Background: an optimization exercise with open tools, aiming at small area. Do not read the settings as production practice. Only simulation tests tie the RTL to the original design; equivalence was not proved. The flow treats the clock pin as an ideal source. Dropping or thinning the clock tree relies on that and would not hold on a real chip. No activity file was given, so power comes from the tool's default toggle rates.

## main
==> module top, before the edit <==
module top
(
    input clk,
    input rst,              
    output [7:0] segments,  
    output [3:0] digits     
);
reg  [8:0] tmr_q;
wire [8:0] tmr = tmr_q ^ 9'd173;
wire       sec = tmr[8] & ~tmr[4] & tmr[3] & tmr[2] & ~tmr[1] & tmr[0];
reg  [2:0] sw_q;
wire [2:0] sw_cnt = sw_q ^ 3'd2;
wire       sw = sw_cnt[2] & ~sw_cnt[1];
reg  [1:0] pos_q;
wire [1:0] pos = pos_q ^ 2'd3;
reg        pend_q;
wire       pend = pend_q ^ 1'd0;
reg  [3:0] d3_q, d2_q, d1_q, d0_q;
wire [3:0] d3 = d3_q ^ 4'd10, d2 = d2_q ^ 4'd9, d1 = d1_q ^ 4'd9, d0 = d0_q ^ 4'd1;
wire [3:0] m3 = 4'd10, m2 = 4'd9, m1 = 4'd9, m0 = 4'd1;
wire inc = sw & (sec | pend);
function cy;
    input [3:0] d;
    cy = d[3] & d[0];
endfunction
wire c0 = inc;
wire c1 = c0 & cy(d0);
wire c2 = c1 & cy(d1);
wire c3 = c2 & cy(d2);
always @(posedge clk) begin
    if (rst) begin
        tmr_q  <= 9'h001 ^ 9'd173;
        sw_q   <= 3'b000 ^ 3'd2;
        pos_q  <= 2'b00 ^ 2'd3;
        pend_q <= 1'b0 ^ 1'd0;
        d0_q   <= 4'hF ^ 4'd1;
        d1_q   <= 4'hF ^ 4'd9;
        d2_q   <= 4'hF ^ 4'd9;
        d3_q   <= 4'hF ^ 4'd10;
    end else begin
        tmr_q  <= (sec ? 9'h001 : {tmr[7:0], tmr[8] ^ tmr[3]}) ^ 9'd173;
        sw_q   <= {sw_cnt[1:0], ~sw_cnt[2]} ^ 3'd2;
        pend_q <= (~sw & (sec | pend)) ^ 1'd0;
        if (sw)
            pos_q <= {pos[0], ~pos[1]} ^ 2'd3;
        if (c0) d0_q[0] <= ~d0[0] ^ m0[0];
        if (c0 & d0[0]) d0_q[1] <= (~d0[3] & ~d0[1]) ^ m0[1];
        if (c0 & d0[1] & d0[0]) d0_q[2] <= ~d0[2] ^ m0[2];
        if (c0 & d0[0]) d0_q[3] <= (~d0[3] & d0[2] & d0[1]) ^ m0[3];
        if (c1) d1_q[0] <= ~d1[0] ^ m1[0];
        if (c1 & d1[0]) d1_q[1] <= (~d1[3] & ~d1[1]) ^ m1[1];
        if (c1 & d1[1] & d1[0]) d1_q[2] <= ~d1[2] ^ m1[2];
        if (c1 & d1[0]) d1_q[3] <= (~d1[3] & d1[2] & d1[1]) ^ m1[3];
        if (c2) d2_q[0] <= ~d2[0] ^ m2[0];
        if (c2 & d2[0]) d2_q[1] <= (~d2[3] & ~d2[1]) ^ m2[1];
        if (c2 & d2[1] & d2[0]) d2_q[2] <= ~d2[2] ^ m2[2];
        if (c2 & d2[0]) d2_q[3] <= (~d2[3] & d2[2] & d2[1]) ^ m2[3];
        if (c3) d3_q[0] <= ~d3[0] ^ m3[0];
        if (c3 & d3[0]) d3_q[1] <= (~d3[3] & ~d3[1]) ^ m3[1];
        if (c3 & d3[1] & d3[0]) d3_q[2] <= ~d3[2] ^ m3[2];
        if (c3 & d3[0]) d3_q[3] <= (~d3[3] & d3[2] & d3[1]) ^ m3[3];
    end
end
wire [3:0] d = (pos == 2'b00) ? d3 :
               (pos == 2'b01) ? d2 :
               (pos == 2'b11) ? d1 : d0;
assign digits = {pos == 2'b00, pos == 2'b01, pos == 2'b11, pos == 2'b10};
assign segments[7] = (~d[3]&~d[2]&~d[1]&d[0]) | (d[3]&d[2]) | (d[2]&~d[1]&~d[0]);
assign segments[6] = (d[3]&d[2]) | (d[2]&~d[1]&d[0]) | (d[2]&d[1]&~d[0]);
assign segments[5] = (d[3]&d[2]) | (~d[2]&d[1]&~d[0]);
assign segments[4] = (~d[3]&~d[2]&~d[1]&d[0]) | (d[2]&~d[1]&~d[0]) | (d[2]&d[1]&d[0]);
assign segments[3] = (d[2]&~d[1]) | (d[0]);
assign segments[2] = (~d[3]&~d[2]&d[0]) | (~d[2]&d[1]) | (d[1]&d[0]);
assign segments[1] = (~d[3]&~d[2]&~d[1]) | (d[2]&d[1]&d[0]);
assign segments[0] = 1'b1;
endmodule
Settings: LEC_CHECK=0, CAP_MARGIN=20, CORE_AREA=2.3 2.72 61.64 61.2, DIE_AREA=0 0 64 64, PLACE_DENSITY=0.85, SLEW_MARGIN=20; clock period 13.5 ns.
standard.sh (not shown) runs the stock make flow with config.mk's settings and CLKGATE_MAP_FILE= SYNTH_SCRIPT=/design/flow/synth_recipe.tcl, a recipe that flattens the netlist after the stock synthesis.
==> flow/flow/run.sh <==
#!/bin/bash
# The standard layout (standard.sh) with three changes:
#  - synthesis maps the logic with an area-oriented ABC script (synth.tcl, area.abc);
#  - port buffers are the smallest buffer, sky130_fd_sc_hd__buf_1;
#  - a lean clock tree: no dummy loads, few clock buffers.
set -euo pipefail
cd "$(dirname "$0")/.."
W=$PWD
sed "s#SYNTH_SCRIPT=[^ ]*#SYNTH_SCRIPT=$W/flow/synth.tcl#" standard.sh > my_standard.sh
grep -q "SYNTH_SCRIPT=$W/flow/synth.tcl" my_standard.sh
export BUFFER_PORTS_ARGS="-buffer_cell sky130_fd_sc_hd__buf_1"
export PRE_CTS_TCL=$W/flow/cts_hook.tcl
export CLK_SLEW_TARGET=0.110
export CLK_TREE_CONFIGS="clkbuf_4:2 buf_4:2 buf_12:1 buf_4:3 buf_6:2 clkbuf_4:3 clkbuf_16:1 buf_6:3 clkbuf_8:2 clkbuf_4:4 clkbuf_8:3"
bash my_standard.sh > standard.log 2>&1
Other scripts of this flow, unchanged in this note and not shown: flow/flow/area.abc, flow/flow/cts_hook.tcl, flow/flow/synth.tcl
--- input diff main..the feature branch ---
--- a/flow/design.v
+++ b/flow/design.v
@@ -1,47 +1,47 @@
 module top
 (
     input clk,
-    input rst,              
-    output [7:0] segments,  
-    output [3:0] digits     
+    input rst,
+    output [7:0] segments,
+    output [3:0] digits
 );
 reg  [8:0] tmr_q;
-wire [8:0] tmr = tmr_q ^ 9'd173;
+wire [8:0] tmr = tmr_q ^ 9'd165;
 wire       sec = tmr[8] & ~tmr[4] & tmr[3] & tmr[2] & ~tmr[1] & tmr[0];
 reg  [2:0] sw_q;
 wire [2:0] sw_cnt = sw_q ^ 3'd2;
 wire       sw = sw_cnt[2] & ~sw_cnt[1];
 reg  [1:0] pos_q;
 wire [1:0] pos = pos_q ^ 2'd3;
 reg        pend_q;
 wire       pend = pend_q ^ 1'd0;
 reg  [3:0] d3_q, d2_q, d1_q, d0_q;
-wire [3:0] d3 = d3_q ^ 4'd10, d2 = d2_q ^ 4'd9, d1 = d1_q ^ 4'd9, d0 = d0_q ^ 4'd1;
-wire [3:0] m3 = 4'd10, m2 = 4'd9, m1 = 4'd9, m0 = 4'd1;
+wire [3:0] d3 = d3_q ^ 4'd12, d2 = d2_q ^ 4'd9, d1 = d1_q ^ 4'd9, d0 = d0_q ^ 4'd1;
+wire [3:0] m3 = 4'd12, m2 = 4'd9, m1 = 4'd9, m0 = 4'd1;
 wire inc = sw & (sec | pend);
 function cy;
     input [3:0] d;
     cy = d[3] & d[0];
 endfunction
 wire c0 = inc;
 wire c1 = c0 & cy(d0);
 wire c2 = c1 & cy(d1);
 wire c3 = c2 & cy(d2);
 always @(posedge clk) begin
     if (rst) begin
-        tmr_q  <= 9'h001 ^ 9'd173;
+        tmr_q  <= 9'h001 ^ 9'd165;
         sw_q   <= 3'b000 ^ 3'd2;
         pos_q  <= 2'b00 ^ 2'd3;
         pend_q <= 1'b0 ^ 1'd0;
         d0_q   <= 4'hF ^ 4'd1;
         d1_q   <= 4'hF ^ 4'd9;
         d2_q   <= 4'hF ^ 4'd9;
-        d3_q   <= 4'hF ^ 4'd10;
+        d3_q   <= 4'hF ^ 4'd12;
     end else begin
-        tmr_q  <= (sec ? 9'h001 : {tmr[7:0], tmr[8] ^ tmr[3]}) ^ 9'd173;
+        tmr_q  <= (sec ? 9'h001 : {tmr[7:0], tmr[8] ^ tmr[3]}) ^ 9'd165;
         sw_q   <= {sw_cnt[1:0], ~sw_cnt[2]} ^ 3'd2;
         pend_q <= (~sw & (sec | pend)) ^ 1'd0;
         if (sw)
             pos_q <= {pos[0], ~pos[1]} ^ 2'd3;
         if (c0) d0_q[0] <= ~d0[0] ^ m0[0];
         if (c0 & d0[0]) d0_q[1] <= (~d0[3] & ~d0[1]) ^ m0[1];
Findings:
The feature branch ended with every stage complete and zero timing, DRC or antenna violations. Re total area of sequential cells: no difference whatsoever between the feature branch and main. main and the feature branch ended up with nearly the same sequential share of cell area. Relative to main, area after synthesis has increased by 0.32% in the feature branch. Going from main to the feature branch, met2 routed wirelength shrank by more than 10%. The core utilization of the finished layout was comparable across main and the feature branch. The clock network fraction of total power on the feature branch is in line with that on main. On combinational fraction of design power, the feature branch tracks main almost exactly. On pre-CTS setup slack, the feature branch does worse than main. [the feature branch vs main] final cell count without fillers: higher in the feature branch. As far as total power of the final layout is concerned, main and the feature branch perform about the same. Comparing main and the feature branch, the lower maximum frequency is on the feature branch. The net load switching power was comparable across main and the feature branch. In terms of part of the power in registers, the feature branch and main differ only marginally.
No run of this note takes its clock network from TritonCTS; it comes from the design's own scripts or RTL.

## re-timing with driven ports
How much do the figures lean on ideal ports? The routed layouts below were timed once more, with nothing changed but the port constraints.
Step 1 sets driving cells, clkbuf_16 on the clock port and buf_2 on the other inputs (assumed; they add their load-dependent delay and slew).
Step 2, shift: input delay + t, output delay - t, t = (earliest + latest rising clock arrival at the registers) / 2. This alone moves slack from input paths to output paths.
a / b / c = ideal / step 1 / step 2; a / b = the first two.
run	t, ns	setup slack, ns	cell pins on the clock port's net
main	0.168	8.414 / 8.379 / 8.547	3
the feature branch	0.167	8.393 / 8.356 / 8.523	3
After both steps setup and hold are still met in every run listed.
